From an optimization exercise on the open Yosys and OpenROAD flow, aimed at small area and a short achievable clock period; shortcuts taken in it are not production practice. Function was checked by simulation only, so behaviour that the tests miss may differ from the original.

Setup of run 1:
Design cordicsqrt, start of the top module:
module cordicsqrt (
    input [15:0] N,
    input clk, in_valid,
    output [15:0] sqrt,
    output out_valid
  );
  wire [0:0] v = in_valid;
  wire [3:0] idx = N_q1[15] ? 4'd0 : N_q1[14] ? 4'd1 : N_q1[13] ? 4'd2 : N_q1[12] ? 4'd3 : N_q1[11] ? 4'd4 : N_q1[10] ? 4'd5 : N_q1[9] ? 4'd6 : N_q1[8] ? 4'd7 : N_q1[7] ? 4'd8 : N_q1[6] ? 4'd9 : N_q1[5] ? 4'd10 : N_q1[4] ? 4'd11 : N_q1[3] ? 4'd12 : N_q1[2] ? 4'd13 : N_q1[1] ? 4'd14 : N_q1[0] ? 4'd15 : 4'd0;
  wire [0:0] z = ~|N_q1;
  wire [15:0] nsh = N_q1 << idx;
  wire [12:0] m = nsh[14:2];
  wire [4:0] tag = ~v_q1 ? 5'd17 : z ? 5'd16 : {1'b0,idx};
  wire [12:0] xr0_op_1 = m_q2;
  wire [12:0] xr0_op_2 = m_q2;
  wire [12:0] xr0_op_3 = m_q2;
  wire [12:0] xr0_op_4 = m_q2;
  wire [12:0] xr0_op_5 = m_q2;
  wire [12:0] xr0_op_6 = m_q2;
  wire xr0_ha_7_s = xr0_op_1[10] ^ xr0_op_2[4];
  wire xr0_ha_7_c = xr0_op_1[10] & xr0_op_2[4];
  wire xr0_ha_8_s = xr0_op_1[11] ^ xr0_op_2[5];
  wire xr0_ha_8_c = xr0_op_1[11] & xr0_op_2[5];
  wire xr0_fa_9_s = xr0_op_1[12] ^ xr0_op_2[6] ^ xr0_op_3[4];
  wire xr0_fa_9_c = (xr0_op_1[12] & xr0_op_2[6]) | (xr0_op_1[12] & xr0_op_3[4]) | (xr0_op_2[6] & xr0_op_3[4]);
  wire xr0_ha_10_s = ~xr0_op_4[2] ^ ~xr0_op_5[0];
  wire xr0_ha_10_c = ~xr0_op_4[2] & ~xr0_op_5[0];
  ...
For scale: about 5100 cells after synthesis, ~770 flip-flops, about 35 I/O pins, ~46000 sq um of cells after synthesis.
Settings: LEC_CHECK=0, CAP_MARGIN=20, CORE_MARGIN=2, CORE_UTILIZATION=60, SLEW_MARGIN=20; clock period 10.0 ns.
standard.sh (not shown) runs the stock make flow with config.mk's settings and CLKGATE_MAP_FILE= SYNTH_SCRIPT=/design/flow/synth_recipe.tcl, a recipe that flattens the netlist after the stock synthesis.
==> flow/flow/run.sh <==
#!/bin/bash
set -o pipefail
export SETUP_SLACK_MARGIN=${MARGIN:-7.1}
export CTS_ARGS="-sink_clustering_enable -repair_clock_nets -sink_clustering_size ${CSIZE:-30} -sink_clustering_max_diameter ${CDIAM:-100} -dont_use_dummy_load -buf_list {sky130_fd_sc_hd__clkbuf_16}"
bash standard.sh > standard.log 2>&1
Setup changes, run 1 to run 2
==> flow/flow/run.sh <==
#!/bin/bash
set -o pipefail
export SETUP_SLACK_MARGIN=${MARGIN:-6.7}
export CTS_ARGS="-sink_clustering_enable -repair_clock_nets -sink_clustering_size ${CSIZE:-20} -sink_clustering_max_diameter ${CDIAM:-80} -dont_use_dummy_load -buf_list {sky130_fd_sc_hd__clkbuf_16}"
bash standard.sh > standard.log 2>&1
Findings:
Taking run 1 as the reference point, the buffer count excluding the clock tree in the final layout of run 2 falls by 157.
The period utilization in run 2 sits 1.4 points above the value recorded for run 1.
The length in cells of the worst reg-to-reg path of run 2 is lower than that of run 1.
On number of nets produced by synthesis, run 2 and run 1 are basically level.
Run 2 -> run 1: synthesized instance count flat
Re post-layout worst setup margin: run 2 and run 1 aren't equal, and the lower value belongs to run 2.
Measured against each other, run 2 and run 1 differ in initial antenna violation count, the lower figure coming from run 2.
In the flow results for run 2 and run 1, the cell area after layout is larger on run 1.
Run 1 → run 2: number of buffers created by CTS grew by 36%.
Relative to run 2, the following input files were edited for run 3:
# run 2
export LEC_CHECK = 0
export CAP_MARGIN = 20
export CORE_MARGIN = 2
export CORE_UTILIZATION = 60
export SLEW_MARGIN = 20
create_clock -name core_clock -period 10.0 [get_ports {clk}]
# run 3
export LEC_CHECK = 0
export ABC_AREA = 1
export CAP_MARGIN = 20
export CORE_MARGIN = 2
export CORE_UTILIZATION = 60
export SLEW_MARGIN = 20
create_clock -name core_clock -period 10.0 [get_ports {clk}]
==> flow/flow/run.sh <==
#!/bin/bash
set -o pipefail
export SETUP_SLACK_MARGIN=${MARGIN:-6.9}
export CTS_ARGS="-sink_clustering_enable -repair_clock_nets -sink_clustering_size ${CSIZE:-20} -sink_clustering_max_diameter ${CDIAM:-80} -dont_use_dummy_load -buf_list {sky130_fd_sc_hd__clkbuf_16}"
bash standard.sh > standard.log 2>&1
## What came out
- Compared with run 2, run 3 shows final area higher by 930 sq um.
- Run 3: well tap count lower than run 2
- Relative to run 2, the average size of a mapped cell of run 3 is lower by 0.44 sq um.
- Final period utilization: run 3 vs run 2 up 2.5 points
- Re worst setup slack: run 3 is 0.25 ns down on run 2.
- In the tables for run 3 and run 2, overall global routing resource usage reads higher with run 3.
--- input diff run 3..run 4 ---
# run 3
export LEC_CHECK = 0
export ABC_AREA = 1
export CAP_MARGIN = 20
export CORE_MARGIN = 2
export CORE_UTILIZATION = 60
export SLEW_MARGIN = 20
create_clock -name core_clock -period 10.0 [get_ports {clk}]
# run 4
export LEC_CHECK = 0
export CAP_MARGIN = 20
export CORE_MARGIN = 2
export CORE_UTILIZATION = 60
export SLEW_MARGIN = 20
create_clock -name core_clock -period 10.0 [get_ports {clk}]
Run 4 vs run 3, instance count: run 4 lower. Relative to run 3, end-of-flow core utilization decreased by 3.5 points in run 4. The lower layout overhead on the synthesized area of run 4 and run 3 is in run 4. [run 4] global-route usage fell 2.1 points relative to run 3. Cell with the largest stage delay on the worst path = sky130_fd_sc_hd__dfxtp_2: run 3; cell with the largest stage delay on the worst path = sky130_fd_sc_hd__dfxtp_4: run 4. Min post-route met1 wirelength across run 4 and run 3: run 3. Total number of tap cells: run 4 vs run 3 up about 2%. Run 3 → run 4: setup slack at placement has increased; detailed-route wire length per cell decreased by 0.32 um relative to the old numbers.
## Diff of input files: run 5 against run 4
==> flow/flow/run.sh <==
#!/bin/bash
set -o pipefail
export SETUP_SLACK_MARGIN=${MARGIN:-7.1}
export CTS_ARGS="-sink_clustering_enable -repair_clock_nets -sink_clustering_size ${CSIZE:-20} -sink_clustering_max_diameter ${CDIAM:-80} -dont_use_dummy_load -buf_list {sky130_fd_sc_hd__clkbuf_16}"
bash standard.sh > standard.log 2>&1
==> comparison <==
- Run 5 went all the way through the flow, and no timing, DRC or antenna check failed.
- Run 5 has clock-buffer cell count above what run 4 had.
- Taking run 4 as the reference, in run 5 final cell area excluding filler cells increased 1600 sq um; global-route wire length before repair saw an increase; upper clock frequency limit lost 0.0049 GHz.
- Detailed-routed wire length on met3 ends up higher on run 4.
- Run 4 reports its highest-delay cell along the critical path as sky130_fd_sc_hd__dfxtp_4 while run 5 reports sky130_fd_sc_hd__a211o_1.
- Against run 4, run 5 comes in 2.0 points higher on global routing usage on met2.
- Worst hold slack is lower on run 4
Modified inputs, run 6 compared to run 5
==> flow/flow/run.sh <==
#!/bin/bash
set -o pipefail
export SETUP_SLACK_MARGIN=${MARGIN:-6.9}
export CTS_ARGS="-sink_clustering_enable -repair_clock_nets -sink_clustering_size ${CSIZE:-20} -sink_clustering_max_diameter ${CDIAM:-80} -dont_use_dummy_load -buf_list {sky130_fd_sc_hd__clkbuf_8}"
bash standard.sh > standard.log 2>&1
==> comparison <==
The number of non-clock buffers in run 5 is 1.9 times that in run 6. Run 6 does worse than run 5 on worst hold margin. Final instance area (run 6 vs. run 5) decreases by a few percent. In terms of multi-input combinational cell count, run 5 and run 6 differ only marginally. Compared with run 5, run 6 shows a lower count of clock buffers in the final design. Clock period minus final worst setup slack came out higher on run 6 than on run 5. Looking at final routed wirelength across all metal layers across run 6 and run 5, the one that comes out lower is run 6.

port drivers added, routing unchanged:
Ports are ideal in the flow. The routed layouts listed here were re-timed in OpenROAD. Step 1 (the two cells are an assumption about what drives the block):
set clk [get_ports {clk}]
set_driving_cell -lib_cell sky130_fd_sc_hd__clkbuf_16 $clk
set_driving_cell -lib_cell sky130_fd_sc_hd__buf_2 [delete_from_list [all_inputs] $clk]
Step 2 also shifts input and output timing later by t, the mid clock arrival at the registers, as if the neighbouring blocks saw the same clock. Three values: ideal, step 1, step 2; two values: the first two.
run	t, ns	setup WS [ns]	hold WS [ns]	worst setup path after step 2
run 1	0.653	6.923 / 6.903 / 6.923	0.294 / 0.294 / 0.294	register to register
run 2	0.649	6.779 / 6.755 / 6.779	0.295 / 0.295 / 0.295	register to register
run 3	0.637	6.530 / 6.530 / 6.530	0.326 / 0.326 / 0.326	register to register
run 4	0.669	6.909 / 6.861 / 6.909	0.287 / 0.287 / 0.287	register to register
run 5	0.669	6.862 / 6.862 / 6.862	0.311 / 0.311 / 0.311	register to register
run 6	0.728	6.846 / 6.783 / 6.905	0.267 / 0.267 / 0.267	register to register
After both steps every run listed still meets setup and hold.
